This design comes from an exercise in tuning for small area, a short achievable clock period and few clock cycles per item on the open sky130 flow, not from production work.
Only simulation tests tie the RTL to the original design; equivalence was not proved.

==> flow/design.v (outline; a module is shown in full before it is edited, if it fits) <==
// module neuro: 13 lines
// module sweepc: 2387 lines
module neuro (input clk, input rst, input load, input [24:0] din, input start,
              output [24:0] state, output ready);
  // ...
==> flow/flow/run.sh <==
#!/bin/bash
# Own flow: the standard ORFS layout, with one change in synthesis: ABC maps the logic
# with an area-oriented script (flow/abc_my.script) and Yosys's full/half-adder extraction is
# skipped. Registers, flattening and renaming are exactly as in synth_recipe.tcl.
set -euo pipefail
W=$(pwd)
{
  echo 'proc abc {args} {'
  echo '  set i [lsearch -exact $args -script]'
  echo "  if { \$i >= 0 } { set args [lreplace \$args \$i [expr {\$i+1}] -script $W/flow/abc_my.script] }"
  echo '  yosys abc {*}$args'
  echo '}'
  echo 'proc extract_fa {args} {}'
  cat "$W/synth_recipe.tcl"
} > "$W/my_synth.tcl"
sed "s#SYNTH_SCRIPT=[^ ]*#SYNTH_SCRIPT=$W/my_synth.tcl#" "$W/standard.sh" > "$W/my_standard.sh"
grep -q "SYNTH_SCRIPT=$W/my_synth.tcl" "$W/my_standard.sh"
bash "$W/my_standard.sh" finish > "$W/flow_make.log" 2>&1
==> flow/flow/abc_my.script <==
strash
&get -n
&deepsyn -T 20
&put
dch -f
map -a
topo
stime -c
==> flow/standard.sh <==
#!/bin/bash
# synth_recipe.tcl (not shown) runs the flow's synth.tcl, then flattens the netlist and writes it again
# the make line also repeats each setting of config.mk as NAME=value (left out here)
make -C /OpenROAD-flow-scripts/flow DESIGN_CONFIG=/design/flow/config.mk WORK_HOME=/design/flow/orfs CLKGATE_MAP_FILE= SYNTH_SCRIPT=/design/flow/synth_recipe.tcl "${@:-finish}"
==> flow/config.mk <==
export PLATFORM = sky130hd
export DESIGN_NAME = neuro
export DESIGN_NICKNAME = neuro
export VERILOG_FILES = /design/flow/design.v
export SDC_FILE = /design/flow/constraint.sdc
export NUM_CORES = 4
export LEC_CHECK = 0
export ABC_AREA = 1
export CAP_MARGIN = 20
export CORE_MARGIN = 2
export CORE_UTILIZATION = 40
export PLACE_DENSITY = 0.6
export SLEW_MARGIN = 20
==> flow/constraint.sdc <==
create_clock -name core_clock -period 90.0 [get_ports {clk}]
set_input_delay 18.0000 -clock core_clock [delete_from_list [all_inputs] [get_ports {clk}]]
set_output_delay 18.0000 -clock core_clock [all_outputs]
set_load 0.01 [all_outputs]
==> results.toml, run 1 <==
[status]
status = "finished clean"

[layout]
syn_to_final_growth_pct = 12.7
stdcell_count = 1613
largest_registers = "x x25"
layout_common_cells = "nand2_1, nor2_1, clkinv_1"
fillers = 1915
nClkBuffers = 3
final_common_cell = "nand2_1"

[route]
route.detailed.drc = 0
wl_met1_um = 11100
wl_met3_um = 762
via_count = 8132
drt_wl_total_um = 22000
antenna_left = 0
drtIter0Drc = 470

[placed_design]
place_area_mm2 = 0.00801
gp_congestion = 0.873
dpl.cell_count = 1609

[synthesis]
synth-seq-cells = 25
ys.flop_type = "dfxtp_1"
syn_inst = 1329
netlist.area_leader.share_pct = 18.7

[global_routing]
grt_pass1_wl_um = 35200
antenna_found_initial = 0
busiest_layer = "met2"
use_met3_pct = 1.39
grt_pass1_vias = 7072

[worst_setup_path]
critPathMaxStageDelay_ns = 0.52
worstRegToRegCells = 184
cp-startpoint = "x[1]$_SDFFE_PN1P_"
r2r_slack_ns = 59.38

[clocking]
cts_made_buffers = 3
clock_path_buffers = 2
path_clk_slew_ns = 0.10

[floorplanning]
initial_core_util_pct = 41.2
die_area_mm2 = 0.0190
io_pins = 55

[sta]
worst_slack_ns = 59.38
timing_hold_violations_final = 0
maxSlewViolCount = 0

[pwr]
Testbench counts, summed over its fixed seeds: cycles 3,649, sweeps 2,449.
==> run 2: changes to the inputs <==
==> flow/flow/abc_my.script (replaced) <==
strash
&get -n
&deepsyn -T 20
&put
dch -f
map -a
buffer -p
upsize -D 18000
dnsize -D 18000
topo
stime -c
==> run 2 against run 1 <==
Non-clock buffer count grew 1. Critical endpoint unchanged. Global-route usage shrank 0.78 points.
==> results.toml, run 2 <==
[global_routing]
grt_pass1_wl_um = 36600
gr-total-overflow = 0
grt_usage_pct = 22.6
antenna_found_initial = 0
grt_pass1_vias = 7327
grt_max_degree = 19

[layout]
utilization_pct = 45.0
regMostFlops = "x"
layout_common_cells = "nand2_1, nor2_1, inv_1"
diodes = 0
design_area_mm2 = 0.00837
largest_reg_flops = 25
stdcell_count = 1623
fillers = 2024
syn_to_final_growth_pct = 11.4
final_common_cell = "nand2_1"
largest_registers = "x x25"
drive_gt1_share_pct = 8.57
final_nets = 1419

[worst_setup_path]
cp_slowest_cell = "dfxtp_1"
cp.arrival_ns = 26.24
worst-setup-path-type = "reg -> reg"
worstPathRequired_ns = 90.22
cp_top_family = "simple AND/OR/NAND/NOR gates"
crit_top_cell = "nand2_1"
critPathMaxStageDelay_ns = 0.54
cp-start-kind = "register"
crit_buf_inv = 17
cp_max_fo = 8
critPathCaptureType = "register"

[floorplanning]
die_area_mm2 = 0.0199
io_pins = 55
die_h_um = 141
initial_core_util_pct = 40.4
core_mm2 = 0.0186
rows = 50
die_w_um = 141

[sta]
tightest_slew_ns = 0.852
maxSlewViolCount = 0
tns_ns = 0
grt_setup_unrepaired = "no"
worst_slack_ns = 63.97
holdWs_ns = 0.695
timing_hold_violations_final = 0
skew_ns = 0.00509
setup_viol = 0
maxSlewHeadroom_pct = 43.1
fmax_ghz = 0.0384
fin_crit_sh_pct = 28.9
period_minus_slack_ns = 26.03

[synthesis]
synth_most_common_cell = "nand2_1"
ys_warn_count = 1
syn_inst = 1344
syn_avg_cell_area_um2 = 5.59
synth-seq-cells = 25
syn_area_mm2 = 0.00751
yosysUniqueCellTypes = 62
synthTopCellsByCount = "nand2_1, nor2_1, inv_1"
yosysTopAreaCell = "xor2_1"
yosys-top-cells-area = "xor2_1, nand2_1, nor2_1"
netlist.area_leader.share_pct = 16.9
synth_edf_count = 0
ys.flop_type = "dfxtp_1"
ys_seq_area_share_pct = 6.66
ys_async_sr_fraction_pct = 0
synth.net_count = 1373

[clocking]
post_cts_buffers = 0
cts_made_buffers = 3
cts_root_buf = "clkbuf_16"
cts_resized = 0
htreeDepth = 1
cts_sinks = 25
clock_latency_ns = 0.29
path_clk_slew_ns = 0.10
cts_tree = "yes"
clock_path_buffers = 2
holdBufCountCts = 0

[placed_design]
port_buffers = 53
post-place-ws_ns = 64.14
dpl.cell_count = 1619
gp_congestion = 0.877
hpwlAfterDp_um = 18400
place_area_mm2 = 0.00829

[route]
drt_wl_total_um = 22900
route.detailed.drc = 0
drt-vias-per-instance = 5.08
dr.pass1.iters = 5
via_count = 8240
antenna_left = 0
drtIter0Drc = 520
wl_per_cell_um = 14.1

[hold_path]
hold_class = "reg -> reg"

[status]
status = "finished clean"

[flow_run]
drv_cap = 0
## run 2: logic make-up after synthesis
group,share of synthesized area (%)
other cells,0.0499
flops,6.66
xor+xnor,24.5
fa+ha+maj,0.450
buf+inv,10.5
compound gates,20.8
simple gates,36.8
mux,0.300
## run 2: final cells by class
| cell class | count | area (um^2) | area share (%) |
|---|---|---|---|
| multi-input combinational | 1115 | 6230 | 74.4 |
| clock inverter | 1 | 5.00 | 0.0598 |
| timing repair buffer | 57 | 561 | 6.70 |
| sequential | 25 | 500 | 5.98 |
| tap | 234 | 293 | 3.50 |
| inverter | 188 | 706 | 8.43 |
| clock buffer | 3 | 75.1 | 0.897 |
## run 2: worst paths after layout
path	from	to	slack (ns)	cells after the start
hold / removal	x[14]$_SDFFE_PN1P_	x[14]$_SDFFE_PN1P_	0.70	2
setup reg to reg	x[3]$_SDFFE_PN1P_	x[24]$_SDFFE_PN0P_	63.97	175
setup / recovery	x[3]$_SDFFE_PN1P_	x[24]$_SDFFE_PN0P_	63.97	175
hold reg to reg	x[14]$_SDFFE_PN1P_	x[14]$_SDFFE_PN1P_	0.70	2
## run 2: metal layers
metal  vias up  routed length (um)  track usage (%)
li1       4385                   -                -
met1      3669               11200             31.4
met2       161               10300             38.6
met3        25                 959             1.43
met4         0                 433             5.16
met5         -                   0                0
## run 2: tightest hold or removal path: stages, from the launching register on
cell,delay [ns]
dfxtp_1,0.40
o22ai_1,0.15
o21ai_0,0.10
==> run 3: changes to the inputs <==
--- a/flow/config.mk
+++ b/flow/config.mk
@@ -9,5 +9,5 @@
 export CAP_MARGIN = 20
 export CORE_MARGIN = 2
-export CORE_UTILIZATION = 40
-export PLACE_DENSITY = 0.6
+export CORE_UTILIZATION = 65
+export PLACE_DENSITY = 0.75
 export SLEW_MARGIN = 20
==> run 3 against run 2 <==
First-iteration DRC count increased by 14%. Critical endpoint unchanged. Via count is 3.5% higher. Non-clock buffer count shrank 2. Area after synthesis is the same. Utilization rose by 27 points. Global-route usage increased by 11 points. Design area fell by 1.6%.
==> results.toml, run 3 <==
[global_routing]
grt_pass1_vias = 7597
grt_usage_pct = 33.8
grt_pass1_wl_um = 35300
grt_max_degree = 19
antenna_found_initial = 0
gr-total-overflow = 0

[floorplanning]
die_w_um = 112
core_mm2 = 0.0114
rows = 39
die_h_um = 112
initial_core_util_pct = 66.1
io_pins = 55
die_area_mm2 = 0.0124

[placed_design]
post-place-ws_ns = 64.40
dpl.cell_count = 1526
hpwlAfterDp_um = 17100
gp_congestion = 0.937
port_buffers = 53

[synthesis]
synth_edf_count = 0
yosysTopAreaCell = "xor2_1"
synth.net_count = 1373
synth_most_common_cell = "nand2_1"
ys.flop_type = "dfxtp_1"
ys_seq_area_share_pct = 6.66
synth-seq-cells = 25
ys_async_sr_fraction_pct = 0
ys_warn_count = 1
syn_inst = 1344
syn_area_mm2 = 0.00751
synthTopCellsByCount = "nand2_1, nor2_1, inv_1"
yosys-top-cells-area = "xor2_1, nand2_1, nor2_1"
yosysUniqueCellTypes = 62
netlist.area_leader.share_pct = 16.9
syn_avg_cell_area_um2 = 5.59

[worst_setup_path]
cp.arrival_ns = 26.30
cp_max_fo = 7
cp-start-kind = "register"
crit_top_cell = "nand2_1"
r2r_slack_ns = 63.90
worst-setup-path-type = "reg -> reg"
critPathMaxStageDelay_ns = 0.47
cp_slowest_cell = "dfxtp_1"
worstPathRequired_ns = 90.19
critPathCaptureType = "register"

[layout]
syn_to_final_growth_pct = 9.63
utilization_pct = 72.4
final_nets = 1417
final_common_cell = "nand2_1"
regMostFlops = "x"
ff_latch_area_um2 = 500
layout_common_cells = "nand2_1, nor2_1, inv_1"
largest_registers = "x x25"
largest_reg_flops = 25
multi_input_area_mm2 = 0.00623
fillers = 1073
diodes = 0
drive_gt1_share_pct = 8.36
stdcell_count = 1530

[sta]
maxSlewHeadroom_pct = 47.5
fmax_ghz = 0.0383
grt_setup_unrepaired = "no"
worst_slack_ns = 63.90
fin_crit_sh_pct = 29.0
timing_hold_violations_final = 0
tightest_slew_ns = 0.786
maxSlewViolCount = 0
skew_ns = 0.0118
setup_viol = 0
tns_ns = 0
period_minus_slack_ns = 26.10

[clocking]
cts_made_buffers = 3
cts_tree = "yes"
path_clk_slew_ns = 0.09
cts_resized = 0
clock_latency_ns = 0.29
clock_path_buffers = 2
holdBufCountCts = 0
htreeDepth = 1
cts_sinks = 25
post_cts_buffers = 0
cts_root_buf = "clkbuf_16"

[route]
antenna_left = 0
via_count = 8528
route.detailed.drc = 0
drt-vias-per-instance = 5.57
drtIter0Drc = 593
wl_per_cell_um = 13.9
drt_wl_total_um = 21300
dr.pass1.iters = 5

[status]
status = "finished clean"

[flow_run]
drv_cap = 0

[hold_path]
hold_class = "reg -> reg"
-- run 3: cells by family (layout without fill, tap and decap cells) --
family	count (synthesis)	after routing	synth area share, %
AO/OA/AOI/OAI	245	245	20.8
XOR/XNOR	200	200	24.5
adder cells (fa/ha/maj)	3	3	0.450
buffers and inverters	204	247	10.5
flip-flops	25	25	6.66
multiplexers	2	2	0.300
other	1	1	0.0499
AND/OR/NAND/NOR	664	664	36.8
-- run 3: stage by stage --
| stage | instance area (um^2) | hold slack, ns |
|---|---|---|
| 2_1_floorplan | 7510 | 0.583 |
| 3_3_place_gp | 8160 | 0.653 |
| 3_5_place_dp | 8160 | 0.664 |
| 4_1_cts | 8240 | 0.684 |
| 5_1_grt | 8240 | 0.709 |
| 6_report | 8240 | 0.699 |
-- run 3: per-layer routing --
layer	part of all wire (%)	vias up	GRT usage (%)
met4	2.9	0	10.3
met5	0	-	0
li1	-	4379	-
met2	45	265	58.3
met3	6.2	46	2.78
met1	46	3838	45.0
-- run 3: final timing paths --
| kind | cells after the start | endpoint | startpoint |
|---|---|---|---|
| worst max-delay path | 173 | x[24]$_SDFFE_PN0P_ | x[14]$_SDFFE_PN1P_ |
| worst min-delay path | 2 | x[3]$_SDFFE_PN1P_ | x[3]$_SDFFE_PN1P_ |
| worst max register to register | 173 | x[24]$_SDFFE_PN0P_ | x[14]$_SDFFE_PN1P_ |
| worst min register to register | 2 | x[3]$_SDFFE_PN1P_ | x[3]$_SDFFE_PN1P_ |
-- run 3: layout make-up --
class,count,share of cell area (%)
Inverter,188,8.57
Clock buffer,4,0.957
Multi-Input combinational cell,1115,75.6
Sequential cell,25,6.08
Timing Repair Buffer,55,6.62
Tap cell,143,2.17
-- run 3: worst max-delay path: cells and delay by family (launching register included) --
kind                       cells  cell delay, ns
DFF                            1            0.47
AOI/OAI and AO/OA             49            6.97
and+or+nand+nor               75            9.17
xor gates and xnor gates      29            7.15
adders and majority gates      2            0.65
buffers and inverters         18            1.56
==> run 4: changes to the inputs <==
--- a/flow/flow/run.sh
+++ b/flow/flow/run.sh
@@ -2,5 +2,5 @@
 # Own flow: the standard ORFS layout, with one change in synthesis: ABC maps the logic
 # with an area-oriented script (flow/abc_my.script) and Yosys's full/half-adder extraction is
-# skipped. Registers, flattening and renaming are exactly as in synth_recipe.tcl.
+# skipped. The resizer aims for setup slack of 64 ns (a path of 90-64 ns). Registers, flattening and renaming are exactly as in synth_recipe.tcl.
 set -euo pipefail
 W=$(pwd)
@@ -16,3 +16,3 @@
 sed "s#SYNTH_SCRIPT=[^ ]*#SYNTH_SCRIPT=$W/my_synth.tcl#" "$W/standard.sh" > "$W/my_standard.sh"
 grep -q "SYNTH_SCRIPT=$W/my_synth.tcl" "$W/my_standard.sh"
-bash "$W/my_standard.sh" finish > "$W/flow_make.log" 2>&1
+bash "$W/my_standard.sh" finish SETUP_SLACK_MARGIN=64 > "$W/flow_make.log" 2>&1
--- a/flow/config.mk
+++ b/flow/config.mk
@@ -9,5 +9,5 @@
 export CAP_MARGIN = 20
 export CORE_MARGIN = 2
-export CORE_UTILIZATION = 65
-export PLACE_DENSITY = 0.75
+export CORE_UTILIZATION = 40
+export PLACE_DENSITY = 0.6
 export SLEW_MARGIN = 20
==> run 4 against run 3 <==
Design area is 25% higher. Critical endpoint unchanged. Clock skew is 0.0044 ns lower. Still clean.
==> results.toml, run 4 <==
[status]
status = "finished clean"

[sta]
setup_viol = 0
timing_hold_violations_final = 0
fmax_ghz = 0.0401
grt_setup_unrepaired = "yes"
worst_slack_ns = 65.08
maxSlewViolCount = 0
fin_crit_sh_pct = 27.7
tns_ns = 0
maxSlewHeadroom_pct = 38.8
skew_ns = 0.00740
period_minus_slack_ns = 24.92
tightest_slew_ns = 0.916

[worst_setup_path]
worst-setup-path-type = "reg -> reg"
cp_max_fo = 7
cp-start-kind = "register"
crit_buf_inv = 21
path_depth = 175
worstRegToRegCells = 175
cp_top_family = "simple AND/OR/NAND/NOR gates"
critPathCaptureType = "register"
worstReg2RegStart = "x[23]$_SDFFE_PN1P_"
reg2reg_to = "x[24]$_SDFFE_PN0P_"
crit_top_cell = "nand2_2"
critPathMaxStageDelay_ns = 0.60
worstPathRequired_ns = 90.22
r2r_slack_ns = 65.08
cp.arrival_ns = 25.14
cp-startpoint = "x[23]$_SDFFE_PN1P_"
cp_slowest_cell = "dfxtp_1"
cp-endpoint = "x[24]$_SDFFE_PN0P_"

[layout]
layout_common_cells = "nand2_1, nor2_1, inv_1"
drive_gt1_share_pct = 27.2
final_common_cell = "nand2_1"
fillers = 1817
syn_to_final_growth_pct = 37.0
multi_input_area_mm2 = 0.00735
final_nets = 1516
utilization_pct = 55.4
ff_latch_area_um2 = 539
largest_reg_flops = 25
diodes = 0
largest_registers = "x x25"
regMostFlops = "x"
stdcell_count = 1720

[clocking]
htreeDepth = 1
cts_root_buf = "clkbuf_16"
cts_sinks = 25
cts_tree = "yes"
path_clk_slew_ns = 0.10
cts_made_buffers = 3
holdBufCountCts = 0
clock_latency_ns = 0.30
clock_path_buffers = 2

[floorplanning]
die_area_mm2 = 0.0199
core_mm2 = 0.0186
die_h_um = 141
die_w_um = 141
initial_core_util_pct = 40.4
io_pins = 55
rows = 50

[global_routing]
grt_usage_pct = 22.6
antenna_found_initial = 0
grt_max_degree = 19
grt_pass1_vias = 7327
gr-total-overflow = 0
grt_pass1_wl_um = 36600

[hold_path]
hold_class = "reg -> reg"

[flow_run]
drv_cap = 0

[route]
via_count = 8846
route.detailed.drc = 0
drt_wl_total_um = 25100
drt-vias-per-instance = 5.14
dr.pass1.iters = 5
antenna_left = 0
wl_per_cell_um = 14.6
drtIter0Drc = 589

[placed_design]
hpwlAfterDp_um = 18400
gp_congestion = 0.877
dpl.cell_count = 1619
port_buffers = 53
post-place-ws_ns = 64.14

[synthesis]
synthTopCellsByCount = "nand2_1, nor2_1, inv_1"
yosysUniqueCellTypes = 62
synth.net_count = 1373
yosysTopAreaCell = "xor2_1"
syn_inst = 1344
syn_area_mm2 = 0.00751
ys.flop_type = "dfxtp_1"
syn_avg_cell_area_um2 = 5.59
synth-seq-cells = 25
synth_edf_count = 0
ys_seq_area_share_pct = 6.66
yosys-top-cells-area = "xor2_1, nand2_1, nor2_1"
netlist.area_leader.share_pct = 16.9
synth_most_common_cell = "nand2_1"
ys_warn_count = 1
ys_async_sr_fraction_pct = 0
run 4: metrics by stage:
step	hold WS, ns	area (um^2)
final	0.624	10300
after global routing	0.671	10300
after CTS	0.679	8370
after detailed placement	0.658	8290
after global placement	0.665	8290
after floorplan	0.583	7510
run 4: routing by layer:
metal	global-route usage (%)	part of all wire, %	vias to the layer above
met2	38.6	48	202
met1	31.4	46	4074
met5	0	0	-
met3	1.43	3.8	29
met4	5.16	1.9	0
li1	-	-	4541
run 4: cell families (layout without fill, tap and decap cells):
family,count (synthesis),after routing,share of synthesized area [%]
adder cells (fa/ha/maj),3,3,0.450
XOR/XNOR,200,200,24.5
multiplexers,2,2,0.300
buffers and inverters,204,346,10.5
AND/OR/NAND/NOR,664,664,36.8
AO/OA/AOI/OAI,245,245,20.8
flip-flops,25,25,6.66
other,1,1,0.0499
run 4: timing repair:
item                                    4_1_cts  5_1_grt
buffers inserted                              0       97
endpoints found under the setup margin        0        4
resized for setup                             0      275
run 4: tightest hold or removal path, cell delays in order (launching register included):
cell      delay, ns
dfxtp_4        0.43
a221oi_1       0.10
nor2_1         0.07
run 4: how the worst min path moves through the flow:
| stage | start | to | slack [ns] | cells after the start |
|---|---|---|---|---|
| floorplan | x[24]$_SDFFE_PN0P_ | x[24]$_SDFFE_PN0P_ | 0.58 | 2 |
| global placement | x[14]$_SDFFE_PN1P_ | x[14]$_SDFFE_PN1P_ | 0.66 | 2 |
| detailed placement | x[14]$_SDFFE_PN1P_ | x[14]$_SDFFE_PN1P_ | 0.66 | 2 |
| CTS | x[14]$_SDFFE_PN1P_ | x[14]$_SDFFE_PN1P_ | 0.68 | 2 |
| global route | x[2]$_SDFFE_PN1P_ | x[2]$_SDFFE_PN1P_ | 0.67 | 2 |
| finish | x[12]$_SDFFE_PN0P_ | x[12]$_SDFFE_PN0P_ | 0.62 | 2 |
run 4: area by class of cell:
cell class | instances | area share [%]
Multi-Input combinational cell | 1115 | 71.4
Tap cell | 234 | 2.84
Inverter | 188 | 7.19
Clock inverter | 1 | 0.0486
Sequential cell | 25 | 5.24
Clock buffer | 3 | 0.729
Timing Repair Buffer | 154 | 12.6
==> run 5: changes to the inputs <==
--- a/flow/flow/run.sh
+++ b/flow/flow/run.sh
@@ -2,5 +2,5 @@
 # Own flow: the standard ORFS layout, with one change in synthesis: ABC maps the logic
 # with an area-oriented script (flow/abc_my.script) and Yosys's full/half-adder extraction is
-# skipped. The resizer aims for setup slack of 64 ns (a path of 90-64 ns). Registers, flattening and renaming are exactly as in synth_recipe.tcl.
+# skipped. The resizer aims for setup slack of 70 ns (a path of 90-70 ns). Registers, flattening and renaming are exactly as in synth_recipe.tcl.
 set -euo pipefail
 W=$(pwd)
@@ -16,3 +16,3 @@
 sed "s#SYNTH_SCRIPT=[^ ]*#SYNTH_SCRIPT=$W/my_synth.tcl#" "$W/standard.sh" > "$W/my_standard.sh"
 grep -q "SYNTH_SCRIPT=$W/my_synth.tcl" "$W/my_standard.sh"
-bash "$W/my_standard.sh" finish SETUP_SLACK_MARGIN=64 > "$W/flow_make.log" 2>&1
+bash "$W/my_standard.sh" finish SETUP_SLACK_MARGIN=70 > "$W/flow_make.log" 2>&1
==> run 5 against run 4 <==
Still clean on timing, DRC and antenna. Design area up 12%. Sequential share of layout area is 0.52 points lower. Clock skew decreased by 0.0037 ns. Sequential cell count stayed put. Count of clock-buffer cells in the layout stayed put. Non-clock buffer count up 107.
==> results.toml, run 5 <==
[status]
status = "finished clean"

[clocking]
clock_latency_ns = 0.29
cts_sinks = 25
path_clk_slew_ns = 0.10
cts_root_buf = "clkbuf_16"
cts_tree = "yes"
holdBufCountCts = 0
clock_path_buffers = 2
htreeDepth = 1
cts_made_buffers = 3

[route]
wl_per_cell_um = 15.4
drtIter0Drc = 553
antenna_left = 0
route.detailed.drc = 0
dr.pass1.iters = 5
drt-vias-per-instance = 5.20
drt_wl_total_um = 28100
via_count = 9506

[synthesis]
synth-compound-area-share_pct = 20.8
syn_avg_cell_area_um2 = 5.59
synth-seq-cells = 25
synth_most_common_cell = "nand2_1"
yosysTopAreaCell = "xor2_1"
netlist.area_leader.share_pct = 16.9
syn_inst = 1344
ys_warn_count = 1
synth_simple_gate_area_share_pct = 36.8
synthAdderAreaFrac_pct = 0.450
yosysUniqueCellTypes = 62
yosys-top-cells-area = "xor2_1, nand2_1, nor2_1"
synth_edf_count = 0
ys_async_sr_fraction_pct = 0
syn_area_mm2 = 0.00751
synth-xor-area-share_pct = 24.5
synth_top_family_by_area = "simple AND/OR/NAND/NOR gates"
ys_seq_area_share_pct = 6.66
synthTopCellsByCount = "nand2_1, nor2_1, inv_1"
ys.flop_type = "dfxtp_1"
synth.net_count = 1373
post_synth_mux_area_share_pct = 0.300

[floorplanning]
die_h_um = 141
initial_core_util_pct = 40.4
rows = 50
core_mm2 = 0.0186
io_pins = 55
die_area_mm2 = 0.0199
die_w_um = 141

[worst_setup_path]
cp-start-kind = "register"
worstRegToRegCells = 179
cp.arrival_ns = 24.62
crit_top_cell = "nand2_2"
crit_buf_inv = 28
worstReg2RegStart = "x[14]$_SDFFE_PN1P_"
cp_max_fo = 5
critPathMaxStageDelay_ns = 0.41
reg2reg_to = "x[24]$_SDFFE_PN0P_"
cp-endpoint = "x[24]$_SDFFE_PN0P_"
path_depth = 179
r2r_slack_ns = 65.60
cp_slowest_cell = "dfxtp_4"
cp_top_family = "simple AND/OR/NAND/NOR gates"
cp-startpoint = "x[14]$_SDFFE_PN1P_"
critPathCaptureType = "register"
worstPathRequired_ns = 90.22
worst-setup-path-type = "reg -> reg"

[layout]
fillers = 1649
largest_registers = "x x25"
diodes = 0
final_common_cell = "nand2_1"
drive_gt1_share_pct = 36.0
stdcell_count = 1827
final_nets = 1623
layout_common_cells = "nand2_1, buf_4, nor2_1"
regMostFlops = "x"
utilization_pct = 61.8
largest_reg_flops = 25
syn_to_final_growth_pct = 52.9

[sta]
holdWs_ns = 0.626
tns_ns = 0
setup_viol = 0
grt_setup_unrepaired = "yes"
fin_crit_sh_pct = 27.1
maxSlewHeadroom_pct = 42.0
period_minus_slack_ns = 24.40
fmax_ghz = 0.0410
maxSlewViolCount = 0
skew_ns = 0.00370
worst_slack_ns = 65.60
tightest_slew_ns = 0.869
timing_hold_violations_final = 0

[placed_design]
gp_congestion = 0.906
port_buffers = 53
dpl.cell_count = 1618
post-place-ws_ns = 64.88
hpwlAfterDp_um = 18500

[global_routing]
grt_pass1_wl_um = 41000
grt_pass1_vias = 8538
grt_usage_pct = 25.4
gr-total-overflow = 0
antenna_found_initial = 0
grt_max_degree = 19

[hold_path]
hold_class = "reg -> reg"

[flow_run]
drv_cap = 0
-- run 5: changes by cell type in the layout (fill, tap and decap cells not counted), sizes merged --
cell      previous run  this run
buf                101       208
clkinvlp             0         3
clkinv               6         4
inv                183       182
-- run 5: through the flow --
| stage | area, um^2 |
|---|---|
| floorplan | 7670 |
| global route | 11500 |
| global placement | 8430 |
| CTS | 10300 |
| finish | 11500 |
| detailed placement | 8430 |
-- run 5: cell families (layout without fill, tap and decap cells) --
kind of cell / Yosys count / after routing
DFF: 25 / 25
and+or+nand+nor: 664 / 664
buffers and inverters: 204 / 453
AOI/OAI and AO/OA: 245 / 245
adders and majority gates: 3 / 3
xor gates and xnor gates: 200 / 200
other: 1 / 1
muxes: 2 / 2
-- run 5: metal layers --
metal | GRT usage, % | share of wire [%] | vias to the layer above
li1 | - | - | 4753
met1 | 32.3 | 42 | 4413
met2 | 45.1 | 49 | 262
met3 | 1.46 | 4.7 | 78
met4 | 10.2 | 4.3 | 0
met5 | 0 | 0 | -
-- run 5: worst min-delay path, stage by stage, from the launching register on --
cell and delay (ns):
dfxtp_4 0.41, o221ai_1 0.14, nand2_1 0.06
-- run 5: worst min-delay path by stage --
| stage | end | cells past startpoint | from |
|---|---|---|---|
| final | x[2]$_SDFFE_PN1P_ | 2 | x[2]$_SDFFE_PN1P_ |
| after global routing | x[2]$_SDFFE_PN1P_ | 2 | x[2]$_SDFFE_PN1P_ |
| after CTS | x[2]$_SDFFE_PN1P_ | 2 | x[2]$_SDFFE_PN1P_ |
| after detailed placement | x[6]$_SDFFE_PN1P_ | 2 | x[6]$_SDFFE_PN1P_ |
| after global placement | x[6]$_SDFFE_PN1P_ | 2 | x[6]$_SDFFE_PN1P_ |
| after floorplan | x[6]$_SDFFE_PN1P_ | 2 | x[6]$_SDFFE_PN1P_ |
-- run 5: final cells by class --
type	count	area (um^2)	area share, %
Inverter	188	751	6.53
Multi-Input combinational cell	1115	7710	67.1
Timing Repair Buffer	261	2110	18.4
Clock buffer	3	75.1	0.653
Tap cell	234	293	2.55
Clock inverter	1	5.00	0.0436
Sequential cell	25	542	4.72
-- run 5: repair_timing --
item,in CTS,in global routing
hold endpoints to repair,0,0
setup buffers,144,61
pin swaps,115,158
setup endpoints to repair,19,15
gates resized for setup,151,169
==> run 6: changes to the inputs <==
--- a/flow/flow/run.sh
+++ b/flow/flow/run.sh
@@ -2,5 +2,5 @@
 # Own flow: the standard ORFS layout, with one change in synthesis: ABC maps the logic
 # with an area-oriented script (flow/abc_my.script) and Yosys's full/half-adder extraction is
-# skipped. The resizer aims for setup slack of 70 ns (a path of 90-70 ns). Registers, flattening and renaming are exactly as in synth_recipe.tcl.
+# skipped, and the port buffers are buf_1 cells. Registers, flattening and renaming are exactly as in synth_recipe.tcl.
 set -euo pipefail
 W=$(pwd)
@@ -16,3 +16,3 @@
 sed "s#SYNTH_SCRIPT=[^ ]*#SYNTH_SCRIPT=$W/my_synth.tcl#" "$W/standard.sh" > "$W/my_standard.sh"
 grep -q "SYNTH_SCRIPT=$W/my_synth.tcl" "$W/my_standard.sh"
-bash "$W/my_standard.sh" finish SETUP_SLACK_MARGIN=70 > "$W/flow_make.log" 2>&1
+bash "$W/my_standard.sh" finish "BUFFER_PORTS_ARGS=-buffer_cell sky130_fd_sc_hd__buf_1" > "$W/flow_make.log" 2>&1
==> run 6 against run 5 <==
Via count is 13% lower. Clock skew is 0.0019 ns higher. Largest cell class unchanged. Critical path type unchanged. Still clean on timing, DRC and antenna.
==> results.toml, run 6 <==
[status]
status = "finished clean"

[sta]
setup_viol = 0
period_minus_slack_ns = 26.36
maxSlewHeadroom_pct = 43.0
skew_ns = 0.00559
fin_crit_sh_pct = 29.3
fmax_ghz = 0.0379
worst_slack_ns = 63.64
maxSlewViolCount = 0
tightest_slew_ns = 0.854
tns_ns = 0
timing_hold_violations_final = 0
grt_setup_unrepaired = "no"
holdWs_ns = 0.680

[synthesis]
synth_edf_count = 0
synthAdderAreaFrac_pct = 0.450
ys.flop_type = "dfxtp_1"
yosysTopAreaCell = "xor2_1"
synthTopCellsByCount = "nand2_1, nor2_1, inv_1"
syn_inst = 1344
ys_seq_area_share_pct = 6.66
synth-seq-cells = 25
synth_most_common_cell = "nand2_1"
syn_avg_cell_area_um2 = 5.59
synth_top_family_by_area = "simple AND/OR/NAND/NOR gates"
ys_async_sr_fraction_pct = 0
synth-xor-area-share_pct = 24.5
yosysUniqueCellTypes = 62
synth.net_count = 1373
yosys-top-cells-area = "xor2_1, nand2_1, nor2_1"
synth_simple_gate_area_share_pct = 36.8
post_synth_mux_area_share_pct = 0.300
synth-compound-area-share_pct = 20.8
ys_warn_count = 1
netlist.area_leader.share_pct = 16.9
syn_area_mm2 = 0.00751

[floorplanning]
core_mm2 = 0.0186
rows = 50
io_pins = 55
die_h_um = 141
die_w_um = 141
initial_core_util_pct = 40.4
die_area_mm2 = 0.0199

[worst_setup_path]
critPathCaptureType = "register"
crit_top_cell = "nand2_1"
critPathMaxStageDelay_ns = 0.56
cp_top_family = "simple AND/OR/NAND/NOR gates"
cp_max_fo = 9
worst-setup-path-type = "reg -> reg"
worstPathRequired_ns = 90.21
crit_buf_inv = 18
cp.arrival_ns = 26.57
cp-start-kind = "register"
cp_slowest_cell = "dfxtp_1"
r2r_slack_ns = 63.64

[clocking]
cts_sinks = 25
clock_path_buffers = 2
post_cts_buffers = 0
path_clk_slew_ns = 0.09
holdBufCountCts = 0
clock_latency_ns = 0.29
cts_tree = "yes"
cts_resized = 0
cts_root_buf = "clkbuf_16"
htreeDepth = 1
cts_made_buffers = 3

[global_routing]
gr-total-overflow = 0
grt_pass1_vias = 7401
antenna_found_initial = 0
grt_usage_pct = 22.4
grt_pass1_wl_um = 36300
grt_max_degree = 19

[layout]
diodes = 0
layout_common_cells = "nand2_1, nor2_1, inv_1"
utilization_pct = 43.3
syn_to_final_growth_pct = 6.98
drive_gt1_share_pct = 8.64
fillers = 2069
final_common_cell = "nand2_1"
largest_reg_flops = 25
regMostFlops = "x"
final_nets = 1419
design_area_mm2 = 0.00804
largest_registers = "x x25"
stdcell_count = 1623

[route]
antenna_left = 0
dr.pass1.iters = 5
wl_per_cell_um = 13.9
route.detailed.drc = 0
drt_wl_total_um = 22600
via_count = 8293
drt-vias-per-instance = 5.11
drtIter0Drc = 443

[placed_design]
place_area_mm2 = 0.00796
port_buffers = 53
post-place-ws_ns = 63.83
hpwlAfterDp_um = 18500
gp_congestion = 0.912
dpl.cell_count = 1619

[hold_path]
hold_class = "reg -> reg"

[flow_run]
drv_cap = 0
## run 6: cell counts after synthesis
No cell type changed its count.
## run 6: path summary, 6_finish.rpt
| check | depth (start not counted) | start | end |
|---|---|---|---|
| max reg2reg | 176 | x[1]$_SDFFE_PN1P_ | x[24]$_SDFFE_PN0P_ |
| min | 2 | x[14]$_SDFFE_PN1P_ | x[14]$_SDFFE_PN1P_ |
| max | 176 | x[1]$_SDFFE_PN1P_ | x[24]$_SDFFE_PN0P_ |
| min reg2reg | 2 | x[14]$_SDFFE_PN1P_ | x[14]$_SDFFE_PN1P_ |
## run 6: cells by family after synthesis
logic type	count (synthesis)
simple gates	664
xor+xnor	200
compound gates	245
buf+inv	204
flops	25
other cells	1
fa+ha+maj	3
mux	2
## run 6: worst register-to-register path, delay by kind of cell (launching register included)
| kind | cells | cell delay (ns) |
|---|---|---|
| adders and majority gates | 2 | 0.56 |
| DFF | 1 | 0.56 |
| buffers and inverters | 18 | 1.66 |
| and+or+nand+nor | 87 | 9.75 |
| AOI/OAI and AO/OA | 41 | 6.25 |
| xor gates and xnor gates | 28 | 7.51 |
## run 6: routing by layer
metal	GRT usage, %	share of wire, %
met1	30.8	50
met5	0	0
met4	4.21	1.4
met2	39.3	47
met3	1.26	2.5
## run 6: area by class of cell
class / count / area, um^2 / share of cell area, %
Inverter: 188 / 706 / 8.78
Clock buffer: 3 / 75.1 / 0.934
Multi-Input combinational cell: 1115 / 6230 / 77.5
Sequential cell: 25 / 500 / 6.23
Tap cell: 234 / 293 / 3.64
Timing Repair Buffer: 57 / 229 / 2.85
Clock inverter: 1 / 5.00 / 0.0623

==> re-timing with driven ports <==
In the flow no input, the clock included, has a driving cell. The finished layouts below were timed again as built, in two steps.
Step 1 assumes that a clkbuf_16 drives the clock port and a buf_2 every other input.
Step 2 also shifts input and output timing later by t, the mid clock arrival at the registers, as if the neighbouring blocks saw the same clock.
Three values: ideal, step 1, step 2; two values: the first two.
run	shift t [ns]	setup slack, ns	worst hold slack (ns)	worst setup path after step 2
run 1	0.330	59.379 / 59.379 / 59.379	0.647 / 0.647 / 0.647	register to register
run 2	0.328	63.974 / 63.974 / 63.974	0.695 / 0.695 / 0.695	register to register
run 3	0.316	63.896 / 63.896 / 63.896	0.699 / 0.699 / 0.699	register to register
run 4	0.330	65.084 / 65.084 / 65.084	0.624 / 0.624 / 0.624	register to register
run 5	0.327	65.597 / 65.597 / 65.597	0.626 / 0.626 / 0.626	register to register
run 6	0.326	63.638 / 63.638 / 63.638	0.680 / 0.680 / 0.680	register to register
After both steps setup and hold are still met in every run listed.
